Source: an optimization exercise on an open RTL-to-GDS flow (aim: small area and a short achievable clock period). Production flows keep margins and buffers that such runs may drop.
RTL that was checked went through simulation tests only; none was proved equivalent to the original.
Only the layout flow was run in run 6; the RTL was not checked for function there.
Power and IR drop assume default switching activity.

$ cat flow/flow/run.sh
#!/bin/bash
# Layout flow: the standard ORFS flow, with
#  - port buffers of a fast, small cell instead of the default delay buffer,
#  - a clock tree without dummy balancing loads,
#  - timing repair aimed below the 16 ns clock (the clock and the SDC are unchanged;
#    repair only tries to leave more slack than the default margin).
set -euo pipefail
cd "$(dirname "$0")/.."
export BUFFER_PORTS_ARGS="-buffer_cell sky130_fd_sc_hd__buf_2"
export SETUP_SLACK_MARGIN=11.5
export CTS_ARGS="-sink_clustering_enable -repair_clock_nets -dont_use_dummy_load"
bash standard.sh > standard.log 2>&1
$ cat flow/config.mk
export PLATFORM = sky130hd
export DESIGN_NAME = arm
export DESIGN_NICKNAME = arm
export VERILOG_FILES = /design/flow/design.v
export SDC_FILE = /design/flow/constraint.sdc
export NUM_CORES = 4
export LEC_CHECK = 0
export CAP_MARGIN = 20
export CORE_MARGIN = 2
export CORE_UTILIZATION = 55
export CTS_BUF_LIST = sky130_fd_sc_hd__clkbuf_4 sky130_fd_sc_hd__clkbuf_8
export SLEW_MARGIN = 20
export SYNTH_HIERARCHICAL = 1
export SYNTH_MINIMUM_KEEP_SIZE = 0
$ cat flow/standard.sh
#!/bin/bash
# synth_recipe.tcl (not shown) runs the flow's synth.tcl, then flattens the netlist and writes it again
# the make line also repeats each setting of config.mk as NAME=value (left out here)
make -C /OpenROAD-flow-scripts/flow DESIGN_CONFIG=/design/flow/config.mk WORK_HOME=/design/flow/orfs CLKGATE_MAP_FILE= SYNTH_SCRIPT=/design/flow/synth_recipe.tcl "${@:-finish}"
$ cat flow/constraint.sdc
create_clock -name core_clock -period 16.0 [get_ports {clk}]
set_input_delay 3.2000 -clock core_clock [delete_from_list [all_inputs] [get_ports {clk}]]
set_output_delay 3.2000 -clock core_clock [all_outputs]
set_load 0.01 [all_outputs]
$ cat flow/design.v
module arm (
    input  logic        clk, rst,
    input  logic [31:0] Instr,
    input  logic [31:0] ReadData,
    output logic [31:0] WriteData,
    output logic [31:0] PC, ALUResult,
    output logic        MemWrite
);
    logic [31:0] PCF, InstrD;
    logic        RegWriteE, MemtoRegE, MemWriteE, BranchE, ALUSrcE, FlagWE;
    logic        CondExE, BranchTakenE;
    logic        SubE, LogE, OrrE;               
    logic [3:0]  RA1E, RA2E, WA3E;
    logic [31:0] RD1E, RD2E;
    logic [23:0] ImmE;
    logic        ImmMemE, ImmBrE;                
    logic        selAM, selAP, selAR, selBM, selBP, selBR;    
    logic        RegWriteM, MemtoRegM, MemWriteM;
    logic [3:0]  WA3M;
    logic [31:0] ALUOutM, WriteDataM;
    logic [31:0] rf [0:14];
    logic [14:0] rf_valid;
    assign PC        = PCF;
    assign ALUResult = ALUOutM;
    assign WriteData = WriteDataM;
    assign MemWrite  = MemWriteM;
    logic isDP, isADD, isSUB, isAND, isORR, isLDR, isSTR, isMEM, isB, isBT;
    assign isADD = (InstrD[27:26] == 2'b00) && (InstrD[24:21] == 4'b0100);
    assign isSUB = (InstrD[27:26] == 2'b00) && (InstrD[24:21] == 4'b0010);
    assign isAND = (InstrD[27:21] == 7'b0000000);
    assign isORR = (InstrD[27:21] == 7'b0001100);
    assign isLDR = (InstrD[27:20] == 8'b01011001);
    assign isSTR = (InstrD[27:20] == 8'b01011000);
    assign isMEM = isLDR | isSTR;
    assign isB   = (InstrD[27:24] == 4'b1010);
    assign isBT  = isB & CondExE;        
    assign isDP  = isADD | isSUB | isAND | isORR;
    logic [3:0] rn, RA1D, RA2D;
    assign rn   = InstrD[19:16];
    assign RA1D = isBT ? 4'd15 : rn;
    assign RA2D = isMEM ? InstrD[15:12] : InstrD[3:0];
    logic ldrStallD, PCWrPendingF, StallF, FlushD, FlushE;
    assign ldrStallD    = ((RA1D == WA3E) ^ (RA2D == WA3E)) & MemtoRegE;
    assign PCWrPendingF = BranchE ? !CondExE : isBT;
    assign StallF       = ldrStallD ^ PCWrPendingF;
    assign FlushD       = PCWrPendingF | BranchTakenE;
    assign FlushE       = ldrStallD ^ BranchTakenE;
    logic [31:0] PCPlus4F, ResultM, RD1D, RD2D, AO1, AO2;
    logic [3:0]  nRA1E, nRA2E;
    logic        fwdW1, fwdW2;
    logic [14:0] rs1, rs2;
    assign PCPlus4F = PCF + 32'd4;
    assign ResultM  = MemtoRegM ? ReadData : ALUOutM;
    assign nRA1E = FlushE ? RA1E : RA1D;
    assign nRA2E = FlushE ? RA2E : RA2D;
    assign fwdW1 = RegWriteM && (FlushE ? (RA1E == WA3M) : (RA1D == WA3M));
    assign fwdW2 = RegWriteM && (FlushE ? (RA2E == WA3M) : (RA2D == WA3M));
    always_comb
        for (int i = 0; i < 15; i++) begin
            rs1[i] = !isBT && rf_valid[i] && rn == i;
            rs2[i] = rf_valid[i] && RA2D == i;
        end
    assign RD1D = fwdW1 ? ResultM : AO1;
    assign RD2D = fwdW2 ? ResultM : AO2;
    for (genvar b = 0; b < 32; b++) begin : g_rd
        logic [17:0] c1, s1, c2, s2;
        logic [5:0]  n1, n2;
        for (genvar i = 0; i < 15; i++) begin : g_col
            assign c1[i] = rf[i][b];
            assign c2[i] = rf[i][b];
        end
        assign c1[17:15] = {2'b0, PCPlus4F[b]};
        assign s1        = {2'b0, isBT, rs1};
        assign c2[17:15] = 3'b0;
        assign s2        = {3'b0, rs2};
        for (genvar k = 0; k < 5; k++) begin : g_ao
            rf_aoi222 u1 (.a0(c1[3*k]), .s0(s1[3*k]), .a1(c1[3*k+1]), .s1(s1[3*k+1]),
                          .a2(c1[3*k+2]), .s2(s1[3*k+2]), .yn(n1[k]));
            rf_aoi222 u2 (.a0(c2[3*k]), .s0(s2[3*k]), .a1(c2[3*k+1]), .s1(s2[3*k+1]),
                          .a2(c2[3*k+2]), .s2(s2[3*k+2]), .yn(n2[k]));
        end
        rf_nand2 u1x (.a(c1[15]), .b(s1[15]), .y(n1[5]));
        rf_nand6 u1o (.a(n1), .y(AO1[b]));
        rf_nand5 u2o (.a(n2[4:0]), .y(AO2[b]));
        assign n2[5] = 1'b1;
    end
    logic [31:0] ExtImmE, SrcAE, SrcBE, WriteDataE;
    logic selAPc, selARd;
    always_comb begin
        if (ImmMemE)     ExtImmE = {20'b0, ImmE[11:0]};
        else if (ImmBrE) ExtImmE = {{6{ImmE[23]}}, ImmE[23:0], 2'b00};
        else             ExtImmE = {{24{ImmE[7]}}, ImmE[7:0]};
    end
    assign selAPc = selAP & !BranchTakenE;
    assign selARd = selAR | (selAP & BranchTakenE);
    assign SrcAE = ({32{selAM}} & ALUOutM) | ({32{selAPc}} & PCF) | ({32{selARd}} & RD1E);
    assign WriteDataE = ({32{selBM}} & ALUOutM) | ({32{selBP}} & PCF) | ({32{selBR}} & RD2E);
    assign SrcBE = ALUSrcE ? ExtImmE : WriteDataE;
    logic [31:0] bm, sum, gen, prp, ALUResultE;
    logic        cout;
    logic [33:0] sum34;
    assign bm    = SrcBE ^ {32{SubE}};
    assign sum34 = {1'b0, SrcAE, 1'b1} + {1'b0, bm, SubE};
    assign sum   = sum34[32:1];
    assign cout  = sum34[33];
    assign gen   = SrcAE & bm;         
    assign prp   = SrcAE ^ bm;
    assign ALUResultE = LogE ? (OrrE ? (gen | prp) : gen) : sum;
    logic [31:0] need;
    logic zSum, zLog;
    assign need = {SrcAE[30:0] | bm[30:0], SubE};
    assign zSum = &(~(prp ^ need));
    assign zLog = ~|(OrrE ? (gen | prp) : gen);
    logic fN, fZ, fC, fV;
    assign fN = FlagWE & ALUResultE[31];
    assign fZ = FlagWE & (LogE ? zLog : zSum);
    assign fC = FlagWE & ~LogE & cout;
    assign fV = FlagWE & ~LogE & ~SubE & (SrcAE[31] == SrcBE[31]) & (SrcAE[31] ^ sum[31]);
    logic CondExD;
    always_comb begin
        case (InstrD[31:28])
            4'b0000: CondExD = fZ;
            4'b0001: CondExD = !fZ;
            4'b0010: CondExD = fC;
            4'b0011: CondExD = !fC;
            4'b0100: CondExD = fN;
            4'b0101: CondExD = !fN;
            4'b0110: CondExD = fV;
            4'b0111: CondExD = !fV;
            4'b1000: CondExD = !fZ && fC;
            4'b1001: CondExD = fZ || !fC;
            4'b1010: CondExD = !(fN ^ fV);
            4'b1011: CondExD = fN ^ fV;
            4'b1100: CondExD = !fZ && !(fN ^ fV);
            4'b1101: CondExD = fZ || (fN ^ fV);
            4'b1110: CondExD = 1'b1;
            default: CondExD = 1'b0;
        endcase
    end
    logic [31:0] PCPrime;
    assign PCPrime = BranchTakenE ? sum : PCPlus4F;
    logic [3:0] nWA3M;
    logic       nRWM, nAM, nBM;
    assign nWA3M = BranchTakenE ? WA3M : WA3E;
    assign nRWM  = BranchTakenE ? RegWriteM : (RegWriteE & CondExE);
    assign nAM   = nRWM & (nRA1E == nWA3M);
    assign nBM   = nRWM & (nRA2E == nWA3M);
    always_ff @(posedge clk) begin
        if (rst)          PCF <= 32'b0;
        else if (!StallF) PCF <= PCPrime;
        if (FlushD || rst)   InstrD <= 32'b0;
        else if (!ldrStallD) InstrD <= Instr;
        RA1E    <= nRA1E;
        RA2E    <= nRA2E;
        selAM   <= nAM;
        selAP   <= !nAM & !fwdW1 & (nRA1E == 4'd15);
        selAR   <= !nAM & (fwdW1 | (!FlushE & (nRA1E != 4'd15)));
        selBM   <= nBM;
        selBP   <= !nBM & !fwdW2 & (nRA2E == 4'd15);
        selBR   <= !nBM & (fwdW2 | (!FlushE & (nRA2E != 4'd15)));
        WA3E    <= InstrD[15:12];
        RD1E    <= RD1D;
        RD2E    <= RD2D;
        ImmE    <= InstrD[23:0];
        ImmMemE <= isMEM;
        ImmBrE  <= isBT;
        if (!FlushE) begin
            RegWriteE    <= isDP | isLDR;
            MemtoRegE    <= isLDR;
            MemWriteE    <= isSTR;
            SubE         <= isSUB;
            LogE         <= isAND | isORR;
            OrrE         <= isORR;
            BranchE      <= isBT;
            ALUSrcE      <= ((isADD | isSUB) & InstrD[25]) | isMEM | isBT;
            FlagWE       <= isDP & InstrD[20];
            CondExE      <= CondExD;
            BranchTakenE <= isBT & CondExD;
        end else begin
            RegWriteE    <= 1'b0;
            MemtoRegE    <= 1'b0;
            MemWriteE    <= 1'b0;
            SubE         <= 1'b0;
            LogE         <= 1'b0;
            OrrE         <= 1'b0;
            BranchE      <= 1'b0;
            ALUSrcE      <= 1'b0;
            FlagWE       <= 1'b0;
            CondExE      <= 1'b0;
            BranchTakenE <= 1'b0;
        end
        if (!BranchTakenE) begin
            RegWriteM  <= RegWriteE & CondExE;
            MemtoRegM  <= MemtoRegE;
            MemWriteM  <= MemWriteE & CondExE;
            WriteDataM <= WriteDataE;
            ALUOutM    <= ALUResultE;
            WA3M       <= WA3E;
        end
        for (int i = 0; i < 15; i++)
            if (RegWriteM && WA3M == i) rf[i] <= ResultM;
        rf_valid <= (rst ? 15'b0 : rf_valid) | ({14'b0, RegWriteM} << WA3M);
    end
endmodule
module rf_aoi222 (
    input  logic a0, s0, a1, s1, a2, s2,
    output logic yn
);
    assign yn = ~((a0 & s0) | (a1 & s1) | (a2 & s2));
endmodule
module rf_nand5 (
    input  logic [4:0] a,
    output logic       y
);
    assign y = ~&a;
endmodule
module rf_nand2 (
    input  logic a, b,
    output logic y
);
    assign y = ~(a & b);
endmodule
module rf_nand6 (
    input  logic [5:0] a,
    output logic       y
);
    assign y = ~&a;
endmodule
==> flow_metrics.py, run 1 <==
metrics = {
    "status": {
        "status": "timing/DRC/antenna clean",
    },
    "critical_path": {
        "cpMaxStageDelayCell": "dfxtp_2",
        "crit_type": "register to primary output",
        "path_cells": "buf_2",
        "worst-path-max-fanout": 9,
        "start_kind": "register",
        "path_buf_inv": 1,
        "cpPeakStageDelay_ps": 500,
        "critPathCaptureType": "primary output",
        "cp_top_family": "flip-flops",
        "worstPathRequired_ps": 12800,
        "cp.arrival_ps": 1310,
    },
    "power": {
        "cellLeakagePower_uw": 0.0153,
        "power.density_nw_per_um2": 101,
        "vdd_drop_max_mv": 0.0827,
    },
    "synthesis": {
        "ys_seq_area_share_pct": 56.8,
        "ys.flop_type": "edfxtp_1",
        "async_flop_share_pct": 0,
        "synth-seq-cells": 745,
        "syn_nets": 3166,
        "synth_top_area_share_pct": 45.7,
        "netlist_area_sq_um": 35900,
        "syn_avg_cell_area_sq_um": 11.9,
        "synth_edf_count": 546,
        "synthTopCellsByArea": "edfxtp_1 46%, dfxtp_1 11%, a222oi_1 10%",
        "syn_inst": 3012,
        "synth_cell_types": 81,
        "synth_top_cell_by_area": "edfxtp_1",
        "ys_warn_count": 8,
    },
    "final_layout": {
        "syn2layout_area_growth_pct": 13.9,
        "regArea_sq_um": 20400,
        "nets": 3422,
        "drive_gt1_share_pct": 19.2,
        "fin_area_sq_um": 40900,
        "multi_input_area_sq_um": 14800,
        "final.fill_count": 5131,
        "final_util_pct": 63.4,
    },
    "detailed_routing": {
        "wl_um": 142000,
        "detail_route.first_pass.iterations": 14,
        "ant_nets": 0,
        "viasPerCell": 7.46,
        "wl_per_cell_um": 34.6,
        "drc": 0,
        "drt_iter0_drc": 6789,
        "vias": 30700,
    },
    "floorplan": {
        "core_area_sq_um": 64500,
        "initial_utilization_pct": 55.6,
        "io_pins": 163,
        "die_w_um": 259,
        "die_area_sq_um": 67300,
        "dieHeight_um": 259,
        "rows": 93,
    },
    "timing": {
        "clock.fmax_mhz": 222,
        "rsz0062_at_grt": "yes",
        "fin_crit_ps": 4510,
        "finalHoldViolations": 0,
        "slew_violations": 0,
        "finalSetupTns_ps": 0,
        "maxSlewHeadroom_pct": 27.5,
        "finClkSkew_ps": 77.6,
        "tightest_slew_ps": 1090,
        "period_share_pct": 28.2,
        "postLayoutSetupSlackWorst_ps": 11490,
        "setup_violations": 0,
        "whs_ps": 348,
    },
    "clocking": {
        "path_clk_slew_ps": 60,
        "clkSinkCount": 745,
        "cts_made_buffers": 78,
        "clockRootBuffer": "clkbuf_16",
        "htreeDepth": 3,
        "clock_path_buffers": 3,
        "cts_tree": "yes",
        "clock_latency_ps": 650,
    },
    "global_routing": {
        "antenna_found_initial": 6,
        "first_global_vias": 29000,
        "grt_usage_pct": 41.1,
        "overflow": 0,
        "grt_max_degree": 84,
        "grt_pass1_wl_um": 199000,
    },
    "placed_design": {
        "placed_area_sq_um": 37800,
        "post-dp-hpwl_um": 88700,
        "dp_slack_ps": 10520,
        "gp_congestion": 0.989,
        "portBuffers": 162,
    },
    "job": {
        "cap_violations": 0,
    },
    "worst_hold_path": {
        "hold_path_class": "register to register",
    },
}
[per-stage QoR]
| step | total power [uW] | cells |
|---|---|---|
| 5_1_grt | 4220 | 4121 |
| 6_report | 4130 | 4122 |
| 4_1_cts | 4110 | 4089 |
| 2_1_floorplan | 2420 | 3012 |
| 3_5_place_dp | 2580 | 3944 |
| 3_3_place_gp | 2580 | 3944 |
[worst reg2reg max path, delay by kind of cell (launching register included)]
family | cells | cell delay, ps
compound gates | 8 | 1280
xor+xnor | 1 | 190
fa+ha+maj | 1 | 250
buf+inv | 5 | 870
flops | 1 | 510
simple gates | 3 | 1170
[state kept, by name, indices dropped and copies added (netlist names), 4 cells and up]
register and cells:
ALUOutM 32, ImmE 24, InstrD 32, PCF 32
RA1E 4, RA2E 4, RD1E 32, RD2E 32
WA3M 4, WriteDataM 32, rf 480, rf_valid 15
[timing repair]
item | in CTS | in global routing
setup buffers | 66 | 31
setup endpoints to repair | 162 | 91
cloned | 1 | 1
hold buffers | 0 | 0
resized for setup | 43 | 63
pin swaps | 35 | 27
[worst paths after layout]
path | slack [ps] | from | cells after the start | endpoint
worst min-delay path | 350 | InstrD[7] | 0 | ImmE[7]
worst min register to register | 350 | InstrD[7] | 0 | ImmE[7]
worst max-delay path | 11490 | PCF[25] | 1 | PC[25]
worst max register to register | 11580 | ALUOutM[17] | 18 | CondExE
[per-layer routing]
| layer | part of all wire [%] | vias up | GRT usage, % |
|---|---|---|---|
| met4 | 6.7 | 2 | 23.0 |
| met1 | 36 | 15000 | 55.2 |
| met2 | 43 | 2620 | 61.2 |
| met5 | 0.0063 | - | 0 |
| li1 | - | 12700 | - |
| met3 | 14 | 464 | 9.96 |
[where the power goes]
part / total [uW] / switching [uW] / internal [uW]
Clock: 1550 / 696 / 852
Sequential: 2200 / 52.1 / 2150
Combinational: 387 / 259 / 128
Total: 4130 / 1010 / 3130
[cell usage after synthesis, types with 25 or more instances]
cell type and instances:
and4_1 44, dfxtp_1 199, edfxtp_1 546, o21ai_0 120
nand2_1 266, xor2_1 53, nor2_1 125, nor3_1 50
o211ai_1 32, nand3_1 129, a222oi_1 368, xnor2_1 82
clkbuf_1 126, and3_1 68, a21oi_1 117, mux2i_1 25
mux2_2 99, a21o_1 35, a22oi_1 27, inv_1 114
ha_1 88
[Yosys stat by module (local to each module, per instance)]
module	flip-flops and latches	cells inside	area [sq um]
rf_nand6	0	2	13.8
arm	745	2532	31700
rf_aoi222	0	1	10.0
rf_nand5	0	2	11.3
rf_nand2	0	1	3.75
[layout by cell type, fill, tap and decap left out, drive strengths merged, types with 13 or more instances in the layout]
cell    count
o22ai      19
xnor2      82
and4       45
o211ai     33
buf       328
ha         88
a21oi     118
a22oi      28
and2       13
nand3     130
or3        20
mux2i      25
o21ai     120
nor4       24
nor2b      22
nor3       50
a21o       35
nand4      21
clkbuf     80
inv       113
xor2       53
a222oi    368
and3       68
edfxtp    546
nor2      126
nand2     267
mux2      103
dfxtp     199
[logic make-up after synthesis]
group | share of synthesized area [%]
and+or+nand+nor | 11.8
AOI/OAI and AO/OA | 18.0
DFF | 56.8
buffers and inverters | 2.99
xor gates and xnor gates | 3.30
muxes | 3.99
adders and majority gates | 3.07
[area by class of cell]
class | instances | area share [%]
Sequential cell | 745 | 50.0
Multi-Input combinational cell | 1996 | 36.2
Timing Repair Buffer | 330 | 5.27
Clock buffer | 78 | 4.78
Tap cell | 855 | 2.62
Inverter | 117 | 1.09
Antenna cell | 1 | 0.00612
==> inputs of run 2 (changes only) <==
--- a/flow/flow/run.sh
+++ b/flow/flow/run.sh
@@ -9,3 +9,3 @@
 export BUFFER_PORTS_ARGS="-buffer_cell sky130_fd_sc_hd__buf_2"
-export SETUP_SLACK_MARGIN=11.5
+export SETUP_SLACK_MARGIN=12.5
 export CTS_ARGS="-sink_clustering_enable -repair_clock_nets -dont_use_dummy_load"
--- a/flow/config.mk
+++ b/flow/config.mk
@@ -9,4 +9,3 @@
 export CORE_MARGIN = 2
-export CORE_UTILIZATION = 55
-export CTS_BUF_LIST = sky130_fd_sc_hd__clkbuf_4 sky130_fd_sc_hd__clkbuf_8
+export CORE_UTILIZATION = 40
 export SLEW_MARGIN = 20
==> run 2 against run 1 <==
Effect of this change:
- total power up 5.0%
- sequential share of layout area down 5.7 points
- cell count up 13%
- setup slack got worse by 100 ps
- design area up 14%
- critical path type unchanged
- critical endpoint is now ALUResult[24]
- largest cell class unchanged
==> flow_metrics.py, run 2 <==
metrics = {
    "critical_path": {
        "critPathCaptureType": "primary output",
        "worst-path-max-fanout": 4,
        "worstPathRequired_ps": 12800,
        "path_buf_inv": 1,
        "path_cells": "buf_2",
        "start_kind": "register",
        "crit_type": "register to primary output",
        "cp_top_family": "flip-flops",
        "cpMaxStageDelayCell": "edfxtp_1",
        "cp.arrival_ps": 1410,
        "cpPeakStageDelay_ps": 590,
    },
    "final_layout": {
        "regArea_sq_um": 20500,
        "nets": 3656,
        "layout_common_cells": "546 x edfxtp_1, 368 x a222oi_1, 284 x buf_4",
        "final_common_cell": "edfxtp_1",
        "regMostFlops": "rf",
        "multi_input_area_sq_um": 16900,
        "syn2layout_area_growth_pct": 29.4,
        "largest_reg_flops": 480,
        "final.fill_count": 7534,
        "drive_gt1_share_pct": 31.5,
    },
    "synthesis": {
        "syn_avg_cell_area_sq_um": 11.9,
        "synth_most_common_cell": "edfxtp_1",
        "ys.flop_type": "edfxtp_1",
        "ys_seq_area_share_pct": 56.8,
        "netlist_area_sq_um": 35900,
        "synthTopCellsByArea": "edfxtp_1 46%, dfxtp_1 11%, a222oi_1 10%",
        "ys_warn_count": 8,
        "synth-seq-cells": 745,
        "synth_edf_count": 546,
        "synth_top_cell_by_area": "edfxtp_1",
        "syn_nets": 3166,
        "synth_top_area_share_pct": 45.7,
        "async_flop_share_pct": 0,
        "synth_cell_types": 81,
        "yosys-top-cells-count": "546 x edfxtp_1, 368 x a222oi_1, 266 x nand2_1",
        "syn_inst": 3012,
    },
    "clocking": {
        "clock_latency_ps": 650,
        "cts_tree": "yes",
        "htreeDepth": 3,
        "cts_made_buffers": 82,
        "clockRootBuffer": "clkbuf_16",
        "ctsHoldBuffers": 0,
        "path_clk_slew_ps": 60,
        "clkSinkCount": 745,
        "clock_path_buffers": 3,
    },
    "power": {
        "cellLeakagePower_uw": 0.0173,
        "power.density_nw_per_um2": 93.5,
        "vdd_drop_max_mv": 0.0699,
        "p_total_uw": 4340,
    },
    "global_routing": {
        "first_global_vias": 30700,
        "grt_pass1_wl_um": 225000,
        "antenna_found_initial": 11,
        "grt_usage_pct": 34.2,
        "grt_max_degree": 67,
        "overflow": 0,
    },
    "timing": {
        "postLayoutSetupSlackWorst_ps": 11390,
        "maxSlewHeadroom_pct": 30.0,
        "tightest_slew_ps": 1050,
        "slew_violations": 0,
        "fin_crit_ps": 4610,
        "rsz0062_at_grt": "yes",
        "clock.fmax_mhz": 217,
        "finClkSkew_ps": 44.5,
        "finalHoldViolations": 0,
        "period_share_pct": 28.8,
        "setup_violations": 0,
        "finalSetupTns_ps": 0,
    },
    "status": {
        "status": "timing/DRC/antenna clean",
    },
    "placed_design": {
        "dp_slack_ps": 10750,
        "post-dp-hpwl_um": 93300,
        "gp_congestion": 0.968,
        "portBuffers": 162,
    },
    "floorplan": {
        "die_w_um": 303,
        "core_area_sq_um": 88600,
        "dieHeight_um": 303,
        "rows": 109,
        "die_area_sq_um": 92100,
        "io_pins": 163,
        "initial_utilization_pct": 40.5,
    },
    "detailed_routing": {
        "drt_iter0_drc": 6526,
        "drc": 0,
        "wl_um": 162000,
        "vias": 32400,
        "ant_nets": 0,
        "wl_per_cell_um": 34.7,
        "viasPerCell": 6.94,
        "detail_route.first_pass.iterations": 15,
    },
    "worst_hold_path": {
        "hold_path_class": "register to register",
    },
    "job": {
        "cap_violations": 0,
    },
}
## run 2: cell counts after synthesis
Identical to the previous run, type by type.
## run 2: area by class of cell
class	count	share of cell area [%]
Antenna cell	5	0.0270
Inverter	117	1.04
Sequential cell	745	44.3
Tap cell	1165	3.14
Timing Repair Buffer	558	10.7
Multi-Input combinational cell	1998	36.4
Clock buffer	82	4.42
## run 2: cells by family (layout without fill, tap and decap cells)
family	after synthesis	count (layout)	share of synthesized area [%]
other	0	5	0
buffers and inverters	272	757	2.99
adders and majority gates	88	88	3.07
and+or+nand+nor	835	838	11.8
DFF	745	745	56.8
xor gates and xnor gates	135	135	3.30
AOI/OAI and AO/OA	808	808	18.0
muxes	129	129	3.99
## run 2: worst paths after layout
check	startpoint	to	slack, ps	cells past startpoint
max	ALUOutM[24]	ALUResult[24]	11390	1
min	InstrD[11]	ImmE[11]	350	0
max reg2reg	ALUOutM[1]	ALUOutM[30]	11580	17
min reg2reg	InstrD[11]	ImmE[11]	350	0
## run 2: where the power goes
group | switching [uW] | internal, uW
Clock | 722 | 895
Combinational | 323 | 210
Sequential | 49.7 | 2140
Total | 1090 | 3250
## run 2: modules after synthesis, one instance, submodules excluded
module | times used | cell area [sq um] | flip-flops and latches
rf_nand6 | 32 | 13.8 | 0
rf_aoi222 | 320 | 10.0 | 0
rf_nand2 | 32 | 3.75 | 0
rf_nand5 | 32 | 11.3 | 0
arm | 1 | 31700 | 745
## run 2: metal layers
layer	vias up	wire [um]	track usage, %
li1	13200	-	-
met1	16000	60800	46.1
met2	2718	69500	50.4
met3	562	22800	9.87
met4	12	8890	17.0
met5	-	98	0.362
## run 2: stage by stage
stage / instances / util [%] / hold slack [ps] / area (sq um)
finish: 4670 / 52.3 / 349 / 46400
global placement: 4260 / 43.9 / 339 / 38900
detailed placement: 4260 / 43.9 / 338 / 38900
global route: 4666 / 52.3 / 361 / 46400
floorplan: 3012 / - / 326 / 36800
CTS: 4597 / 50.8 / 351 / 45000
## run 2: timing repair
| item | CTS | global route |
|---|---|---|
| gates cloned | 19 | 1 |
| setup buffers | 236 | 67 |
| setup endpoints to repair | 292 | 249 |
| pin swaps | 141 | 111 |
| resized for setup | 409 | 157 |
==> inputs of run 3 (changes only) <==
--- a/flow/flow/run.sh
+++ b/flow/flow/run.sh
@@ -9,3 +9,3 @@
 export BUFFER_PORTS_ARGS="-buffer_cell sky130_fd_sc_hd__buf_2"
-export SETUP_SLACK_MARGIN=12.5
+export SETUP_SLACK_MARGIN=11.5
 export CTS_ARGS="-sink_clustering_enable -repair_clock_nets -dont_use_dummy_load"
==> run 3 against run 2 <==
Effect of this change:
- combinational power fell by 26%
- maximum frequency up 1.1%
- routed wire length is 5.7% lower
- critical endpoint is now ALUResult[18]
- highest routed layer unchanged
==> flow_metrics.py, run 3 <==
metrics = {
    "clocking": {
        "clkSinkCount": 745,
        "clockRootBuffer": "clkbuf_16",
        "path_clk_slew_ps": 60,
        "cts_tree": "yes",
        "clock_path_buffers": 3,
        "clock_latency_ps": 670,
        "ctsHoldBuffers": 0,
        "htreeDepth": 3,
        "cts_made_buffers": 82,
    },
    "power": {
        "internal_power_uw": 3180,
        "p_switching_uw": 1020,
        "clkPwrFrac_pct": 38.3,
        "vdd_drop_max_mv": 0.0753,
        "sw_frac_of_total_pct": 24.3,
        "p_comb_share_pct": 9.4,
        "cellLeakagePower_uw": 0.0153,
        "sequentialPowerShare_pct": 52.3,
        "power.density_nw_per_um2": 101,
    },
    "global_routing": {
        "use_met2_pct": 47.9,
        "grtUsageMet1_pct": 43.0,
        "overflow": 0,
        "grt_pass1_wl_um": 209000,
        "use_met3_pct": 10.2,
        "first_global_vias": 28500,
        "grt_usage_pct": 32.3,
        "grt_max_degree": 67,
        "grt-busiest-layer": "met2",
        "antenna_found_initial": 6,
    },
    "synthesis": {
        "ys.flop_type": "edfxtp_1",
        "ys_seq_area_share_pct": 56.8,
        "netlist_area_sq_um": 35900,
        "synth_edf_count": 546,
        "ys_warn_count": 8,
        "synthTopCellsByArea": "edfxtp_1 46%, dfxtp_1 11%, a222oi_1 10%",
        "syn_nets": 3166,
        "synth-seq-cells": 745,
        "synth_cell_types": 81,
        "synth_most_common_cell": "edfxtp_1",
        "syn_avg_cell_area_sq_um": 11.9,
        "yosys-top-cells-count": "546 x edfxtp_1, 368 x a222oi_1, 266 x nand2_1",
        "syn_inst": 3012,
        "async_flop_share_pct": 0,
        "synth_top_cell_by_area": "edfxtp_1",
        "synth_top_area_share_pct": 45.7,
    },
    "critical_path": {
        "critPathCaptureType": "primary output",
        "worstPathRequired_ps": 12800,
        "cp_top_family": "flip-flops",
        "cpPeakStageDelay_ps": 520,
        "path_buf_inv": 1,
        "crit_type": "register to primary output",
        "worst-path-max-fanout": 4,
        "path_cells": "buf_2",
        "cpMaxStageDelayCell": "edfxtp_1",
        "cp.arrival_ps": 1360,
        "start_kind": "register",
    },
    "final_layout": {
        "largest_reg_flops": 480,
        "regMostFlops": "rf",
        "syn2layout_area_growth_pct": 15.4,
        "final_common_cell": "edfxtp_1",
        "layout_common_cells": "546 x edfxtp_1, 368 x a222oi_1, 265 x nand2_1",
        "drive_gt1_share_pct": 19.7,
        "nets": 3415,
        "fin_area_sq_um": 41400,
    },
    "floorplan": {
        "io_pins": 163,
        "core_area_sq_um": 88600,
        "rows": 109,
        "die_w_um": 303,
        "dieHeight_um": 303,
        "die_area_sq_um": 92100,
        "initial_utilization_pct": 40.5,
    },
    "timing": {
        "clock.fmax_mhz": 219,
        "slew_violations": 0,
        "rsz0062_at_grt": "yes",
        "postLayoutSetupSlackWorst_ps": 11440,
        "tightest_slew_ps": 1110,
        "period_share_pct": 28.5,
        "maxSlewHeadroom_pct": 25.8,
        "setup_violations": 0,
        "fin_crit_ps": 4560,
        "finClkSkew_ps": 98.8,
        "finalHoldViolations": 0,
        "finalSetupTns_ps": 0,
    },
    "status": {
        "status": "timing/DRC/antenna clean",
    },
    "detailed_routing": {
        "drc": 0,
        "wl_per_cell_um": 34.6,
        "ant_nets": 0,
        "vias": 30600,
        "viasPerCell": 6.91,
        "drt_iter0_drc": 6127,
        "detail_route.first_pass.iterations": 13,
        "wl_um": 153000,
    },
    "placed_design": {
        "gp_congestion": 1.07,
        "placed_area_sq_um": 38200,
        "post-dp-hpwl_um": 94100,
        "portBuffers": 162,
        "dp_slack_ps": 10530,
    },
    "worst_hold_path": {
        "hold_path_class": "register to register",
    },
    "job": {
        "cap_violations": 0,
    },
}
==> run 3: logic make-up (layout without fill, tap and decap cells) <==
logic type	count (synthesis)	after routing	share of synthesized area (%)
simple gates	835	835	11.8
mux	129	129	3.99
flops	745	745	56.8
fa+ha+maj	88	88	3.07
compound gates	808	808	18.0
buf+inv	272	519	2.99
xor+xnor	135	135	3.30
other cells	0	2	0
==> run 3: path summary, 6_finish.rpt <==
check	end	slack, ps	cells past startpoint	from
worst max-delay path	ALUResult[18]	11440	1	ALUOutM[18]
worst min-delay path	ImmE[5]	350	0	InstrD[5]
worst max register to register	BranchTakenE	11560	17	selBP
worst min register to register	ImmE[5]	350	0	InstrD[5]
==> run 3: final cells by class <==
type	instances	area, sq um
Tap cell	1165	1460
Antenna cell	2	5.00
Sequential cell	745	20500
Inverter	117	447
Fill cell	8120	47300
Timing Repair Buffer	320	2190
Clock buffer	82	2050
Multi-Input combinational cell	1995	14800
==> run 3: repair_timing <==
item                                    CTS  global route
endpoints found under the setup margin  184           124
hold endpoints to repair                  0             0
setup buffers                            39            46
gates resized for setup                  59            67
pin swaps                                12            36
==> run 3: metrics by stage <==
| stage | power [uW] | cells | util (%) | hold slack (ps) |
|---|---|---|---|---|
| 3_3_place_gp | 2580 | 4257 | 43.1 | 335 |
| 2_1_floorplan | 2420 | 3012 | - | 326 |
| 5_1_grt | 4310 | 4424 | 46.7 | 359 |
| 4_1_cts | 4170 | 4378 | 46.0 | 350 |
| 6_report | 4200 | 4426 | 46.7 | 348 |
| 3_5_place_dp | 2580 | 4257 | 43.1 | 338 |
==> run 3: power by group through the flow <==
stage               registers, uW  logic [uW]  clock network [uW]
floorplan                    2210         209                   0
global placement             2240         336                   0
detailed placement           2240         335                   0
CTS                          2200         365                1610
global route                 2200         421                1690
finish                       2200         396                1610
==> run 3: metal layers <==
| layer | wire [um] | vias up |
|---|---|---|
| li1 | - | 12700 |
| met1 | 58800 | 15200 |
| met2 | 64900 | 2290 |
| met3 | 21400 | 417 |
| met4 | 7890 | 4 |
| met5 | 23 | - |
==> run 3: Yosys stat by module, one instance, submodules excluded <==
module,times used,cells,flops+latches,area (sq um)
arm,1,2532,745,31700
rf_nand6,32,2,0,13.8
rf_nand5,32,2,0,11.3
rf_aoi222,320,1,0,10.0
rf_nand2,32,1,0,3.75
==> inputs of run 4 (changes only) <==
--- a/flow/flow/run.sh
+++ b/flow/flow/run.sh
@@ -10,3 +10,3 @@
 export SETUP_SLACK_MARGIN=11.5
-export CTS_ARGS="-sink_clustering_enable -repair_clock_nets -dont_use_dummy_load"
+export CTS_ARGS="-sink_clustering_enable -repair_clock_nets -dont_use_dummy_load -buf_list {sky130_fd_sc_hd__clkbuf_8 sky130_fd_sc_hd__clkbuf_16} -sink_clustering_size 30 -sink_clustering_max_diameter 80"
 bash standard.sh > standard.log 2>&1
--- a/flow/config.mk
+++ b/flow/config.mk
@@ -9,3 +9,3 @@
 export CORE_MARGIN = 2
-export CORE_UTILIZATION = 40
+export CORE_UTILIZATION = 55
 export SLEW_MARGIN = 20
==> run 4 against run 3 <==
Effect of this change:
- routed wire length down 7.7%
- clock power down 36%
- sequential power about the same
- critical path depth unchanged
- non-clock buffer count up 25
- register-to-register slack better by 30 ps
- first-iteration DRC count up 12%
- combinational power about the same
- maximum frequency down 0.14%
- setup slack worse by 6.3 ps
- global-route usage up 8.3 points
- count of clock-buffer cells in the layout down 44
- highest routed layer is now met4
==> flow_metrics.py, run 4 <==
metrics = {
    "status": {
        "status": "timing/DRC/antenna clean",
    },
    "floorplan": {
        "io_pins": 163,
        "dieHeight_um": 259,
        "core_area_sq_um": 64500,
        "die_area_sq_um": 67300,
        "rows": 93,
        "die_w_um": 259,
        "initial_utilization_pct": 55.6,
    },
    "synthesis": {
        "synth-seq-cells": 745,
        "ys_seq_area_share_pct": 56.8,
        "yosys-top-cells-count": "546 x edfxtp_1, 368 x a222oi_1, 266 x nand2_1",
        "synth_edf_count": 546,
        "synth_cell_types": 81,
        "syn_avg_cell_area_sq_um": 11.9,
        "ys.flop_type": "edfxtp_1",
        "syn_nets": 3166,
        "async_flop_share_pct": 0,
        "synth_top_cell_by_area": "edfxtp_1",
        "syn_inst": 3012,
        "synth_top_area_share_pct": 45.7,
        "netlist_area_sq_um": 35900,
        "synthTopCellsByArea": "edfxtp_1 46%, dfxtp_1 11%, a222oi_1 10%",
        "ys_warn_count": 8,
        "synth_most_common_cell": "edfxtp_1",
    },
    "timing": {
        "maxSlewHeadroom_pct": 29.2,
        "fin_crit_ps": 4570,
        "rsz0062_at_grt": "yes",
        "clock.fmax_mhz": 219,
        "finalHoldViolations": 0,
        "finalSetupTns_ps": 0,
        "period_share_pct": 28.5,
        "finClkSkew_ps": 113,
        "slew_violations": 0,
        "tightest_slew_ps": 1060,
        "setup_violations": 0,
    },
    "placed_design": {
        "gp_congestion": 0.989,
        "portBuffers": 162,
        "post-dp-hpwl_um": 88700,
    },
    "detailed_routing": {
        "drt_iter0_drc": 6864,
        "wl_um": 141000,
        "wl_per_cell_um": 34.5,
        "vias": 30500,
        "viasPerCell": 7.45,
        "drc": 0,
        "ant_nets": 0,
        "detail_route.first_pass.iterations": 14,
    },
    "power": {
        "clkPwrFrac_pct": 28.5,
        "p_switching_uw": 913,
        "sequentialPowerShare_pct": 60.7,
        "power.density_nw_per_um2": 90.3,
        "internal_power_uw": 2700,
        "sw_frac_of_total_pct": 25.3,
        "p_comb_share_pct": 10.9,
        "p_total_uw": 3610,
        "vdd_drop_max_mv": 0.0798,
        "cellLeakagePower_uw": 0.0148,
    },
    "clocking": {
        "cts_made_buffers": 38,
        "clock_path_buffers": 3,
        "cts_tree": "yes",
        "clockRootBuffer": "clkbuf_16",
        "htreeDepth": 2,
        "path_clk_slew_ps": 120,
        "clkSinkCount": 745,
        "clock_latency_ps": 650,
    },
    "critical_path": {
        "cp.arrival_ps": 1370,
        "cpPeakStageDelay_ps": 520,
        "critPathCaptureType": "primary output",
        "worstPathRequired_ps": 12800,
        "cpMaxStageDelayCell": "edfxtp_1",
        "crit_type": "register to primary output",
        "path_buf_inv": 1,
        "path_cells": "buf_2",
        "start_kind": "register",
        "cp_top_family": "flip-flops",
        "worst-path-max-fanout": 2,
    },
    "global_routing": {
        "grt_max_degree": 84,
        "grt_usage_pct": 40.6,
        "antenna_found_initial": 3,
        "overflow": 0,
        "grt_pass1_wl_um": 197000,
        "first_global_vias": 28500,
    },
    "worst_hold_path": {
        "hold_path_class": "register to register",
    },
    "final_layout": {
        "largest_reg_flops": 480,
        "drive_gt1_share_pct": 18.9,
        "final.fill_count": 5237,
        "layout_common_cells": "546 x edfxtp_1, 368 x a222oi_1, 262 x nand2_1",
        "regMostFlops": "rf",
        "syn2layout_area_growth_pct": 11.6,
        "nets": 3397,
        "final_common_cell": "edfxtp_1",
    },
    "job": {
        "cap_violations": 0,
    },
}
## run 4: cell types whose count changed in the layout (fill, tap and decap cells not counted), moves of 6 or more
cell / previous run / this run
buf_4: 149 / 177
and3_1: 48 / 67
and3_2: 20 / 0
buf_6: 18 / 4
clkbuf_16: 82 / 39
dfxtp_4: 12 / 6
dfxtp_1: 160 / 166
buf_2: 145 / 161
## run 4: final timing paths
kind / startpoint / end / slack (ps) / cells past startpoint
min reg2reg: InstrD[9] / ImmE[9] / 350 / 0
min: InstrD[9] / ImmE[9] / 350 / 0
max: ALUOutM[25] / ALUResult[25] / 11430 / 1
max reg2reg: InstrD[24] / RD2E[5] / 11590 / 13
## run 4: power groups by stage
stage | logic (uW) | clock network (uW) | registers, uW
2_1_floorplan | 209 | 0 | 2210
3_3_place_gp | 341 | 0 | 2240
3_5_place_dp | 346 | 0 | 2240
4_1_cts | 365 | 1030 | 2190
5_1_grt | 414 | 1090 | 2190
6_report | 393 | 1030 | 2190
## run 4: repair_timing
| action | 4_1_cts | 5_1_grt |
|---|---|---|
| buffers inserted | 68 | 44 |
| cloned | 1 | 1 |
| hold buffers | 0 | 0 |
| setup endpoints to repair | 146 | 113 |
| resized for setup | 45 | 74 |
| pin swaps | 36 | 26 |
## run 4: layout make-up
cell class,count,area [sq um],share of cell area [%]
Inverter,117,447,1.12
Sequential cell,745,20400,51.1
Clock buffer,38,951,2.38
Tap cell,855,1070,2.67
Multi-Input combinational cell,1996,14900,37.1
Antenna cell,1,2.50,0.00626
Timing Repair Buffer,345,2240,5.61
## run 4: modules after synthesis, one instance, submodules excluded
module     copies in the design  cells inside
arm                           1          2532
rf_nand6                     32             2
rf_nand5                     32             2
rf_aoi222                   320             1
rf_nand2                     32             1
## run 4: per-stage QoR
stage,hold WS [ps],instances,setup WS [ps],util [%],cell area (sq um)
2_1_floorplan,326,3012,11770,-,35900
3_3_place_gp,335,3944,10590,58.6,37800
3_5_place_dp,340,3944,10520,58.6,37800
4_1_cts,350,4051,11440,61.1,39400
5_1_grt,353,4096,11420,62.1,40000
6_report,346,4097,11430,62.1,40000
## run 4: cell families (layout without fill, tap and decap cells)
logic type / after synthesis / in the layout / synth area share [%]
AND/OR/NAND/NOR: 835 / 836 / 11.8
AO/OA/AOI/OAI: 808 / 808 / 18.0
flip-flops: 745 / 745 / 56.8
buffers and inverters: 272 / 500 / 2.99
XOR/XNOR: 135 / 135 / 3.30
multiplexers: 129 / 129 / 3.99
adder cells (fa/ha/maj): 88 / 88 / 3.07
other: 0 / 1 / 0
## run 4: routing by layer
layer  vias up  global-route usage, %  wire, um  part of all wire [%]
met5         -                  0.142         0                     0
met3       424                   8.85     19600                    14
met4         0                   22.6      9210                   6.5
li1      12600                      -         -                     -
met2      2557                   60.5     61400                    43
met1     14900                   55.2     51000                    36
==> inputs of run 5 (changes only) <==
--- a/flow/flow/run.sh
+++ b/flow/flow/run.sh
@@ -10,3 +10,3 @@
 export SETUP_SLACK_MARGIN=11.5
-export CTS_ARGS="-sink_clustering_enable -repair_clock_nets -dont_use_dummy_load -buf_list {sky130_fd_sc_hd__clkbuf_8 sky130_fd_sc_hd__clkbuf_16} -sink_clustering_size 30 -sink_clustering_max_diameter 80"
+export CTS_ARGS="-sink_clustering_enable -repair_clock_nets -dont_use_dummy_load -buf_list {sky130_fd_sc_hd__clkbuf_8} -sink_clustering_size 20 -sink_clustering_max_diameter 50"
 bash standard.sh > standard.log 2>&1
--- a/flow/config.mk
+++ b/flow/config.mk
@@ -7,6 +7,6 @@
 export LEC_CHECK = 0
-export CAP_MARGIN = 20
+export CAP_MARGIN = 10
 export CORE_MARGIN = 2
-export CORE_UTILIZATION = 55
-export SLEW_MARGIN = 20
+export CORE_UTILIZATION = 65
+export SLEW_MARGIN = 10
 export SYNTH_HIERARCHICAL = 1
==> run 5 against run 4 <==
Effect of this change:
- clock power decreased by 5%
- hold slack better by 9.3 ps
- setup slack worse by 77 ps
- synthesized cell count stayed put
- clock skew grew 11 ps
- routed wire length shrank 3.9%
- area after synthesis unchanged
- sequential power about the same
- combinational power is 2% higher
- sequential cell count unchanged
- sequential share of layout area up 0.17 points
- global-route usage up 5.8 points
- critical path type unchanged
==> flow_metrics.py, run 5 <==
metrics = {
    "clocking": {
        "cts_made_buffers": 69,
        "ctsHoldBuffers": 0,
        "clockRootBuffer": "clkbuf_8",
        "htreeDepth": 3,
        "clock_latency_ps": 730,
        "clkSinkCount": 745,
        "cts_tree": "yes",
        "clock_path_buffers": 3,
        "path_clk_slew_ps": 80,
    },
    "global_routing": {
        "first_global_vias": 29400,
        "antenna_found_initial": 3,
        "grt_pass1_wl_um": 191000,
        "grt_max_degree": 95,
        "grt_usage_pct": 46.4,
        "overflow": 0,
    },
    "power": {
        "p_total_uw": 3570,
        "power.density_nw_per_um2": 89.5,
        "cellLeakagePower_uw": 0.0149,
        "vdd_drop_max_mv": 0.0942,
    },
    "worst_hold_path": {
        "hold_path_class": "register to register",
    },
    "job": {
        "cap_violations": 0,
    },
    "placed_design": {
        "portBuffers": 162,
        "post-dp-hpwl_um": 85200,
        "gp_congestion": 1.06,
        "dp_slack_ps": 10590,
    },
    "floorplan": {
        "initial_utilization_pct": 65.5,
        "io_pins": 163,
        "die_w_um": 239,
        "rows": 86,
        "core_area_sq_um": 54800,
        "die_area_sq_um": 57100,
        "dieHeight_um": 239,
    },
    "final_layout": {
        "final_util_pct": 72.9,
        "drive_gt1_share_pct": 19.9,
        "final_common_cell": "edfxtp_1",
        "layout_common_cells": "546 x edfxtp_1, 368 x a222oi_1, 265 x nand2_1",
        "regArea_sq_um": 20500,
        "regMostFlops": "rf",
        "largest_reg_flops": 480,
        "syn2layout_area_growth_pct": 11.3,
        "multi_input_area_sq_um": 14900,
        "nets": 3431,
        "final.fill_count": 3725,
    },
    "critical_path": {
        "cpMaxStageDelayCell": "edfxtp_1",
        "critPathLaunch": "ALUOutM[18]",
        "cp.arrival_ps": 1440,
        "reg2reg_slack_ps": 11490,
        "r2r-start": "ALUOutM[30]",
        "worst-r2r-cell-count": 17,
        "worstPathRequired_ps": 12800,
        "path_buf_inv": 1,
        "cp-endpoint": "ALUResult[18]",
        "critPathCaptureType": "primary output",
        "r2r-end": "BranchTakenE",
        "crit_type": "register to primary output",
        "cpPeakStageDelay_ps": 580,
        "start_kind": "register",
        "cp_top_family": "flip-flops",
        "worst-path-max-fanout": 4,
        "path_cells": "buf_2",
        "cp_num_cells": 1,
    },
    "synthesis": {
        "netlist_area_sq_um": 35900,
        "syn_avg_cell_area_sq_um": 11.9,
        "synth_top_cell_by_area": "edfxtp_1",
        "synth_edf_count": 546,
        "synth_most_common_cell": "edfxtp_1",
        "synth-seq-cells": 745,
        "synth_top_area_share_pct": 45.7,
        "ys.flop_type": "edfxtp_1",
        "synth_cell_types": 81,
        "async_flop_share_pct": 0,
        "syn_inst": 3012,
        "synthTopCellsByArea": "edfxtp_1 46%, dfxtp_1 11%, a222oi_1 10%",
        "ys_warn_count": 8,
        "ys_seq_area_share_pct": 56.8,
        "yosys-top-cells-count": "546 x edfxtp_1, 368 x a222oi_1, 266 x nand2_1",
        "syn_nets": 3166,
    },
    "detailed_routing": {
        "drt_iter0_drc": 6928,
        "drc": 0,
        "wl_per_cell_um": 34.1,
        "vias": 31200,
        "wl_um": 136000,
        "ant_nets": 0,
        "viasPerCell": 7.83,
        "detail_route.first_pass.iterations": 15,
    },
    "timing": {
        "finalSetupTns_ps": 0,
        "period_share_pct": 29.0,
        "setup_violations": 0,
        "postLayoutSetupSlackWorst_ps": 11360,
        "maxSlewHeadroom_pct": 16.2,
        "tightest_slew_ps": 1260,
        "rsz0062_at_grt": "yes",
        "slew_violations": 0,
        "clock.fmax_mhz": 215,
        "finalHoldViolations": 0,
        "finClkSkew_ps": 124,
        "fin_crit_ps": 4640,
    },
    "status": {
        "status": "timing/DRC/antenna clean",
    },
}
==> run 5: power breakdown <==
part / switching (uW) / internal (uW) / total [uW]
Clock: 596 / 385 / 981
Combinational: 264 / 136 / 400
Sequential: 49.5 / 2140 / 2190
Total: 910 / 2660 / 3570
==> run 5: per-module statistics from Yosys (local to each module, per instance) <==
module | cells | copies in the design
rf_nand6 | 2 | 32
rf_nand2 | 1 | 32
arm | 2532 | 1
rf_nand5 | 2 | 32
rf_aoi222 | 1 | 320
==> run 5: what timing repair did <==
action	4_1_cts	5_1_grt
pin swaps	47	19
cloned	1	2
setup buffers	101	15
gates resized for setup	75	62
setup endpoints to repair	185	89
==> run 5: cells by family (layout without fill, tap and decap cells) <==
family / after synthesis / in the layout / synth area share, %
flip-flops: 745 / 745 / 56.8
AND/OR/NAND/NOR: 835 / 836 / 11.8
AO/OA/AOI/OAI: 808 / 808 / 18.0
other: 0 / 3 / 0
XOR/XNOR: 135 / 135 / 3.30
multiplexers: 129 / 129 / 3.99
adder cells (fa/ha/maj): 88 / 88 / 3.07
buffers and inverters: 272 / 534 / 2.99
==> run 5: worst register-to-register path, cell delays in order (launching register included) <==
cell      delay (ps)
edfxtp_1         490
buf_4            220
a22oi_1          220
nand2_1          220
o21ai_0          320
xnor2_1          150
ha_1             410
and4_2           320
and3_1           230
and2_0           190
nor4bb_2         190
a221oi_2         260
o211ai_1         230
buf_4            210
a211o_1          270
a21oi_1          220
nor4_4            80
a21boi_0         190
==> run 5: final cells by class <==
cell class | instances | share of cell area (%)
antenna | 3 | 0.0188
timing repair buffer | 348 | 5.79
sequential | 745 | 51.2
multi-input combinational | 1996 | 37.2
inverter | 117 | 1.13
tap | 704 | 2.21
clock buffer | 69 | 2.38
==> run 5: worst min path at each step <==
stage | from | end | slack, ps | cells after the start
2_1_floorplan | InstrD[23] | ImmE[23] | 330 | 0
3_3_place_gp | InstrD[4] | ImmE[4] | 330 | 0
3_5_place_dp | InstrD[5] | ImmE[5] | 340 | 0
4_1_cts | InstrD[8] | ImmE[8] | 360 | 0
5_1_grt | InstrD[8] | ImmE[8] | 360 | 0
6_report | InstrD[8] | ImmE[8] | 350 | 0
==> run 5: per-layer routing <==
layer	up-vias	GRT usage, %	part of all wire [%]
met4	4	27.6	7.2
met5	-	0.346	0.050
met3	637	13.9	17
met2	3165	68.8	43
li1	12700	-	-
met1	14700	60.4	33
==> run 5: per-stage QoR <==
stage          hold WS, ps  area (sq um)  instances
6_report               355         39900       3982
4_1_cts                356         39500       3962
3_5_place_dp           336         37600       3791
2_1_floorplan          326         35900       3012
5_1_grt                360         39900       3980
3_3_place_gp           335         37600       3791
==> inputs of run 6 (changes only) <==
--- a/flow/design.v
+++ b/flow/design.v
@@ -20,2 +20,3 @@
     logic [31:0] ALUOutM, WriteDataM;
+    logic [31:0] ALUOutMo;                       
     logic [31:0] rf [0:14];
@@ -23,3 +24,3 @@
     assign PC        = PCF;
-    assign ALUResult = ALUOutM;
+    assign ALUResult = ALUOutMo;
     assign WriteData = WriteDataM;
@@ -199,2 +200,3 @@
         end
+        if (!(BranchE & CondExE)) ALUOutMo <= ALUResultE;
         for (int i = 0; i < 15; i++)
--- a/flow/flow/run.sh
+++ b/flow/flow/run.sh
@@ -10,3 +10,3 @@
 export SETUP_SLACK_MARGIN=11.5
-export CTS_ARGS="-sink_clustering_enable -repair_clock_nets -dont_use_dummy_load -buf_list {sky130_fd_sc_hd__clkbuf_8} -sink_clustering_size 20 -sink_clustering_max_diameter 50"
+export CTS_ARGS="-sink_clustering_enable -repair_clock_nets -dont_use_dummy_load -buf_list {sky130_fd_sc_hd__clkbuf_8 sky130_fd_sc_hd__clkbuf_16} -sink_clustering_size 24 -sink_clustering_max_diameter 60"
 bash standard.sh > standard.log 2>&1
--- a/flow/config.mk
+++ b/flow/config.mk
@@ -7,6 +7,6 @@
 export LEC_CHECK = 0
-export CAP_MARGIN = 10
+export CAP_MARGIN = 20
 export CORE_MARGIN = 2
-export CORE_UTILIZATION = 65
-export SLEW_MARGIN = 10
+export CORE_UTILIZATION = 55
+export SLEW_MARGIN = 20
 export SYNTH_HIERARCHICAL = 1
==> run 6 against run 5 <==
Effect of this change:
- still clean on timing, DRC and antenna
- routed wire length grew 8.9%
- design area grew 5.5%
- sequential power grew 8%
- clock power grew 23%
- non-clock buffer count grew 17
- critical path depth grew 18
- core utilization shrank 9.9 points
- total power grew 16%
- via count grew 0.59%
- sequential share of layout area shrank 0.40 points
- maximum frequency grew 1.9%
- setup slack gained 86 ps
- critical path type is now register to register
- largest cell class unchanged
==> flow_metrics.py, run 6 <==
metrics = {
    "status": {
        "status": "timing/DRC/antenna clean",
    },
    "timing": {
        "fin_crit_ps": 4560,
        "period_share_pct": 28.5,
        "clock.fmax_mhz": 219,
        "finalHoldViolations": 0,
        "slew_violations": 0,
        "finClkSkew_ps": 104,
        "setup_violations": 0,
        "finalSetupTns_ps": 0,
        "maxSlewHeadroom_pct": 33.0,
        "rsz0062_at_grt": "yes",
        "postLayoutSetupSlackWorst_ps": 11440,
        "tightest_slew_ps": 1000,
    },
    "power": {
        "power.density_nw_per_um2": 98.0,
        "cellLeakagePower_uw": 0.0159,
        "p_total_uw": 4130,
        "vdd_drop_max_mv": 0.115,
    },
    "clocking": {
        "path_clk_slew_ps": 100,
        "cts_made_buffers": 51,
        "clkSinkCount": 777,
        "cts_tree": "yes",
        "clock_latency_ps": 660,
        "ctsHoldBuffers": 0,
        "htreeDepth": 2,
        "clock_path_buffers": 3,
        "clockRootBuffer": "clkbuf_16",
    },
    "critical_path": {
        "critPathLaunch": "ALUSrcE",
        "r2r-end": "CondExE",
        "crit_type": "register to register",
        "cp_num_cells": 19,
        "reg2reg_slack_ps": 11440,
        "r2r-start": "ALUSrcE",
        "worst-r2r-cell-count": 19,
        "start_kind": "register",
        "cpMaxStageDelayCell": "or4_4",
        "path_buf_inv": 4,
        "path_cells": "buf_12, o211ai_1, buf_6, buf_4, a21oi_1, a311oi_2, xnor2_2, ha_4, nand2_2, or4_4, o211ai_1, buf_4, a31oi_4, a21oi_4, mux2i_4, mux2i_2, o311ai_2, a211oi_2, a21oi_1",
        "cp_top_family": "compound AO/OA/AOI/OAI gates",
        "cp-endpoint": "CondExE",
        "cpPeakStageDelay_ps": 510,
        "worstPathRequired_ps": 16470,
        "cp.arrival_ps": 5030,
        "critPathCaptureType": "register",
        "worst-path-max-fanout": 23,
    },
    "placed_design": {
        "portBuffers": 162,
        "gp_congestion": 0.989,
        "dp_slack_ps": 9870,
        "post-dp-hpwl_um": 92100,
    },
    "floorplan": {
        "die_area_sq_um": 69400,
        "die_w_um": 263,
        "rows": 95,
        "initial_utilization_pct": 55.3,
        "io_pins": 163,
        "dieHeight_um": 263,
        "core_area_sq_um": 66900,
    },
    "final_layout": {
        "layout_common_cells": "578 x edfxtp_1, 371 x a222oi_1, 250 x nand2_1",
        "syn2layout_area_growth_pct": 13.8,
        "final_common_cell": "edfxtp_1",
        "nets": 3487,
        "largest_reg_flops": 480,
        "regMostFlops": "rf",
        "final.fill_count": 5263,
        "drive_gt1_share_pct": 19.8,
    },
    "synthesis": {
        "synth_most_common_cell": "edfxtp_1",
        "synth_cell_types": 82,
        "synthTopCellsByArea": "edfxtp_1 47%, dfxtp_1 11%, a222oi_1 10%",
        "yosys-top-cells-count": "578 x edfxtp_1, 371 x a222oi_1, 256 x nand2_1",
        "ys.flop_type": "edfxtp_1",
        "ys_seq_area_share_pct": 57.6,
        "syn_avg_cell_area_sq_um": 12.1,
        "synth_top_cell_by_area": "edfxtp_1",
        "ys_warn_count": 8,
        "synth-seq-cells": 777,
        "async_flop_share_pct": 0,
        "syn_inst": 3072,
        "synth_top_area_share_pct": 46.9,
        "syn_nets": 3226,
        "synth_edf_count": 578,
        "netlist_area_sq_um": 37000,
    },
    "detailed_routing": {
        "wl_per_cell_um": 35.1,
        "vias": 31400,
        "ant_nets": 0,
        "drt_iter0_drc": 6494,
        "detail_route.first_pass.iterations": 14,
        "wl_um": 148000,
        "drc": 0,
        "viasPerCell": 7.45,
    },
    "job": {
        "cap_violations": 0,
    },
    "global_routing": {
        "grt_usage_pct": 40.8,
        "first_global_vias": 29800,
        "grt_max_degree": 80,
        "antenna_found_initial": 5,
        "overflow": 0,
        "grt_pass1_wl_um": 206000,
    },
    "worst_hold_path": {
        "hold_path_class": "register to register",
    },
}
[run 6: worst min path at each step]
stage	startpoint	endpoint	cells after the start
after detailed placement	InstrD[6]	ImmE[6]	0
after global placement	InstrD[9]	ImmE[9]	0
after CTS	InstrD[8]	ImmE[8]	0
after floorplan	InstrD[10]	ImmE[10]	0
after global routing	InstrD[8]	ImmE[8]	0
final	InstrD[8]	ImmE[8]	0
[run 6: layer usage]
| metal | up-vias | GRT usage [%] | routed length [um] | share of wire [%] |
|---|---|---|---|---|
| li1 | 12900 | - | - | - |
| met1 | 15200 | 55.5 | 54100 | 37 |
| met2 | 2711 | 60.6 | 62500 | 42 |
| met3 | 483 | 9.71 | 21100 | 14 |
| met4 | 6 | 22.2 | 9820 | 6.7 |
| met5 | - | 0 | 104 | 0.070 |
[run 6: what timing repair did]
action	in CTS	in global routing
pin swaps	60	45
gates resized for setup	103	91
endpoints found under the setup margin	203	150
buffers inserted	96	34
cloned	3	4
[run 6: where the power goes]
part	total (uW)	switching, uW	internal (uW)	leakage [uW]
logic	551	370	181	0.00800
registers	2360	71.6	2290	0.00724
clock network	1210	651	561	0.000629
total	4130	1090	3030	0.0159
[run 6: cell families (layout without fill, tap and decap cells)]
kind of cell,after synthesis,after routing,share of synthesized area [%]
AND/OR/NAND/NOR,855,858,11.8
AO/OA/AOI/OAI,814,814,17.8
adder cells (fa/ha/maj),88,88,2.97
other,0,6,0
XOR/XNOR,127,127,3.00
multiplexers,123,123,3.77
flip-flops,777,777,57.6
buffers and inverters,288,544,3.04
[run 6: Yosys stat by module (local to each module, per instance)]
module | area [sq um] | cells inside | flops+latches
rf_nand6 | 13.8 | 2 | 0
rf_nand5 | 11.3 | 2 | 0
rf_nand2 | 3.75 | 1 | 0
rf_aoi222 | 10.0 | 1 | 0
arm | 32900 | 2592 | 777
[run 6: per-stage QoR]
step	cell area [sq um]	std cells	hold slack, ps	utilization [%]
2_1_floorplan	37000	3072	331	-
3_3_place_gp	39000	4015	337	58.2
3_5_place_dp	39000	4015	341	58.2
4_1_cts	41400	4165	315	61.8
5_1_grt	42100	4205	307	62.9
6_report	42100	4210	312	62.9
[run 6: final cells by class]
type                            instances  area (sq um)  share of cell area, %
Inverter                              128           484                   1.15
Tap cell                              873          1090                   2.59
Multi-Input combinational cell       2010         15300                   36.4
Sequential cell                       777         21400                   50.8
Timing Repair Buffer                  365          2520                   5.98
Antenna cell                            6          15.0                 0.0357
Clock buffer                           51          1280                   3.03
[run 6: worst reg2reg max path, cell delays in order, from the launching register on]
cell and delay, ps:
dfxtp_2 440, buf_12 220, o211ai_1 160, buf_6 150
buf_4 150, a21oi_1 160, a311oi_2 80, xnor2_2 190
ha_4 330, nand2_2 50, or4_4 510, o211ai_1 170
buf_4 160, a31oi_4 50, a21oi_4 310, mux2i_4 390
mux2i_2 310, o311ai_2 120, a211oi_2 320, a21oi_1 100
==> inputs of run 7 (changes only) <==
--- a/flow/design.v
+++ b/flow/design.v
@@ -20,3 +20,2 @@
     logic [31:0] ALUOutM, WriteDataM;
-    logic [31:0] ALUOutMo;                       
     logic [31:0] rf [0:14];
@@ -24,3 +23,3 @@
     assign PC        = PCF;
-    assign ALUResult = ALUOutMo;
+    assign ALUResult = ALUOutM;
     assign WriteData = WriteDataM;
@@ -200,3 +199,2 @@
         end
-        if (!(BranchE & CondExE)) ALUOutMo <= ALUResultE;
         for (int i = 0; i < 15; i++)
--- a/flow/flow/run.sh
+++ b/flow/flow/run.sh
@@ -9,3 +9,3 @@
 export BUFFER_PORTS_ARGS="-buffer_cell sky130_fd_sc_hd__buf_2"
-export SETUP_SLACK_MARGIN=11.5
+export SETUP_SLACK_MARGIN=11.0
 export CTS_ARGS="-sink_clustering_enable -repair_clock_nets -dont_use_dummy_load -buf_list {sky130_fd_sc_hd__clkbuf_8 sky130_fd_sc_hd__clkbuf_16} -sink_clustering_size 24 -sink_clustering_max_diameter 60"
==> run 7 against run 6 <==
Effect of this change:
- still clean on timing, DRC and antenna
- design area down 6.7%
- via count fell by 3.9%
- sequential share of layout area rose by 1.1 points
- combinational power is 35% lower
- sequential cell count is 32 lower
- routed wire length fell by 5.1%
- clock power about the same
- critical endpoint is now BranchTakenE
- largest cell class unchanged
==> flow_metrics.py, run 7 <==
metrics = {
    "synthesis": {
        "syn_nets": 3166,
        "synth-seq-cells": 745,
        "async_flop_share_pct": 0,
        "synthTopCellsByArea": "edfxtp_1 46%, dfxtp_1 11%, a222oi_1 10%",
        "ys.flop_type": "edfxtp_1",
        "synth_cell_types": 81,
        "ys_warn_count": 8,
        "netlist_area_sq_um": 35900,
        "synth_edf_count": 546,
        "yosys-top-cells-count": "546 x edfxtp_1, 368 x a222oi_1, 266 x nand2_1",
        "ys_seq_area_share_pct": 56.8,
        "synth_most_common_cell": "edfxtp_1",
        "syn_inst": 3012,
        "synth_top_area_share_pct": 45.7,
        "synth_top_cell_by_area": "edfxtp_1",
        "syn_avg_cell_area_sq_um": 11.9,
    },
    "power": {
        "sw_frac_of_total_pct": 24.9,
        "power.density_nw_per_um2": 95.2,
        "cellLeakagePower_uw": 0.0146,
        "vdd_drop_max_mv": 0.0949,
        "clkPwrFrac_pct": 31.6,
        "p_comb_share_pct": 9.6,
        "p_total_uw": 3740,
        "internal_power_uw": 2810,
        "p_switching_uw": 932,
        "sequentialPowerShare_pct": 58.9,
    },
    "final_layout": {
        "syn2layout_area_growth_pct": 9.53,
        "layout_common_cells": "546 x edfxtp_1, 368 x a222oi_1, 265 x nand2_1",
        "nets": 3317,
        "largest_reg_flops": 480,
        "final_common_cell": "edfxtp_1",
        "regMostFlops": "rf",
        "drive_gt1_share_pct": 14.6,
        "diodes": 0,
    },
    "detailed_routing": {
        "ant_nets": 0,
        "wl_per_cell_um": 34.9,
        "wl_um": 140000,
        "viasPerCell": 7.51,
        "drc": 0,
        "drt_iter0_drc": 6409,
        "detail_route.first_pass.iterations": 15,
        "vias": 30100,
    },
    "status": {
        "status": "timing/DRC/antenna clean",
    },
    "critical_path": {
        "cp.arrival_ps": 5280,
        "cp_top_family": "compound AO/OA/AOI/OAI gates",
        "start_kind": "register",
        "path_cells": "a21o_1, buf_4, a222oi_1, inv_1, ha_1, a21oi_1, o21ai_0, a21o_1, or4_1, o211ai_1, nor2_1, a211o_1, nor4_2, a21boi_0",
        "worst-r2r-cell-count": 14,
        "path_common_cell": "a21o_1",
        "r2r-start": "BranchTakenE",
        "cpPeakStageDelay_ps": 710,
        "worst-path-max-fanout": 32,
        "critPathLaunch": "BranchTakenE",
        "critPathCaptureType": "register",
        "cp_num_cells": 14,
        "cpMaxStageDelayCell": "a222oi_1",
        "crit_type": "register to register",
        "path_buf_inv": 2,
        "worstPathRequired_ps": 16470,
    },
    "placed_design": {
        "post-dp-hpwl_um": 88700,
        "gp_congestion": 0.989,
        "portBuffers": 162,
    },
    "floorplan": {
        "dieHeight_um": 259,
        "die_w_um": 259,
        "io_pins": 163,
        "rows": 93,
        "core_area_sq_um": 64500,
        "die_area_sq_um": 67300,
        "initial_utilization_pct": 55.6,
    },
    "timing": {
        "finClkSkew_ps": 128,
        "maxSlewHeadroom_pct": 28.2,
        "finalHoldViolations": 0,
        "setup_violations": 0,
        "period_share_pct": 30.1,
        "fin_crit_ps": 4820,
        "clock.fmax_mhz": 208,
        "finalSetupTns_ps": 0,
        "slew_violations": 0,
        "tightest_slew_ps": 1080,
        "rsz0062_at_grt": "yes",
    },
    "clocking": {
        "cts_tree": "yes",
        "ctsHoldBuffers": 0,
        "clkSinkCount": 745,
        "cts_made_buffers": 50,
        "path_clk_slew_ps": 80,
        "htreeDepth": 2,
        "clock_path_buffers": 3,
        "clock_latency_ps": 680,
        "clockRootBuffer": "clkbuf_16",
    },
    "global_routing": {
        "antenna_found_initial": 3,
        "overflow": 0,
        "grt_max_degree": 84,
        "grt_pass1_wl_um": 195000,
        "first_global_vias": 28200,
        "grt_usage_pct": 40.3,
    },
    "job": {
        "cap_violations": 0,
    },
    "worst_hold_path": {
        "hold_path_class": "register to register",
        "hp-start": "InstrD[9]",
        "hold_depth": 0,
    },
}
run 7: cell types whose count changed after synthesis, sizes merged, moves of 13 or more:
cell,delta
edfxtp,-32
xnor2,+14
or3,+15
nor2,-30
nand3,+27
and3,-19
a21oi,+13
o41ai,-13
inv,-13
run 7: Yosys stat by module, one instance, submodules excluded:
module     area, sq um  cells inside  flip-flops and latches
arm              31700          2532                     745
rf_nand6          13.8             2                       0
rf_nand5          11.3             2                       0
rf_aoi222         10.0             1                       0
rf_nand2          3.75             1                       0
run 7: kinds of logic (layout without fill, tap and decap cells):
family,after synthesis,after routing,synth area share [%]
adder cells (fa/ha/maj),88,88,3.07
flip-flops,745,745,56.8
XOR/XNOR,135,135,3.30
buffers and inverters,272,420,2.99
AO/OA/AOI/OAI,808,808,18.0
multiplexers,129,129,3.99
AND/OR/NAND/NOR,835,836,11.8
run 7: repair_timing:
item | 4_1_cts | 5_1_grt
cloned | 0 | 1
gates resized for setup | 2 | 11
endpoints found under the setup margin | 67 | 81
buffers inserted | 1 | 19
pin swaps | 3 | 18
run 7: metrics by stage:
| stage | hold slack [ps] | setup slack, ps | utilization [%] | cell area, sq um | cells |
|---|---|---|---|---|---|
| floorplan | 326 | 11770 | - | 35900 | 3012 |
| global placement | 335 | 10590 | 58.6 | 37800 | 3944 |
| detailed placement | 340 | 10520 | 58.6 | 37800 | 3944 |
| CTS | 354 | 11000 | 60.6 | 39100 | 3995 |
| global route | 359 | 10990 | 60.9 | 39300 | 4016 |
| finish | 356 | 11180 | 60.9 | 39300 | 4016 |
run 7: metal layers:
metal	vias up	global-route usage, %	routed length, um
li1	12500	-	-
met1	14700	54.1	50800
met2	2566	60.6	60900
met3	447	9.96	19600
met4	2	21.3	8850
met5	-	0	16
run 7: power groups by stage:
stage	registers [uW]	clock network, uW	logic [uW]
global route	2200	1250	380
CTS	2200	1180	348
global placement	2240	0	341
floorplan	2210	0	209
finish	2200	1180	358
detailed placement	2240	0	346
run 7: worst paths after layout:
check                 endpoint  slack [ps]
hold reg to reg        ImmE[9]         360
setup reg to reg  BranchTakenE       11180
hold / removal         ImmE[9]         360
setup / recovery  BranchTakenE       11180
run 7: final cells by class:
class	count	area, sq um
clock buffer	50	1250
timing repair buffer	253	1520
inverter	117	442
tap	855	1070
multi-input combinational	1996	14600
sequential	745	20400
fill	5293	25200

re-timing with driven ports:
The results above use ideal ports. As a check the final layouts listed here were re-extracted and re-timed, cells and wires unchanged.
Step 1 assumes that a clkbuf_16 drives the clock port and a buf_2 every other input.
Step 2 also shifts input and output timing later by t, the mid clock arrival at the registers, as if the neighbouring blocks saw the same clock.
Three values: no drivers, after step 1, after step 2; two values: the first two.
run	t (ns)	setup WS [ns]	latest minus earliest clock arrival (ns)	worst register clock-pin slew, ns	worst data-port slew with drivers (ns)
run 1	0.680	11.489 / 11.420 / 11.021	0.087 / 0.087	0.06 / 0.06	0.04
run 2	0.696	11.388 / 11.322 / 11.577	0.046 / 0.046	0.06 / 0.06	0.28
run 3	0.687	11.439 / 11.372 / 11.144	0.099 / 0.100	0.07 / 0.07	0.08
run 4	0.662	11.433 / 11.365 / 10.966	0.113 / 0.113	0.12 / 0.12	0.04
run 5	0.727	11.355 / 11.292 / 10.906	0.124 / 0.124	0.11 / 0.11	0.05
run 6	0.678	11.442 / 11.442 / 11.064	0.103 / 0.104	0.10 / 0.10	0.05
run 7	0.684	11.182 / 11.182 / 11.059	0.128 / 0.127	0.10 / 0.10	0.04
After both steps every run listed still meets setup and hold. For run 1, which loses most, drivers alone change the setup slack by -0.069 ns; drivers and shift together by -0.468 ns.
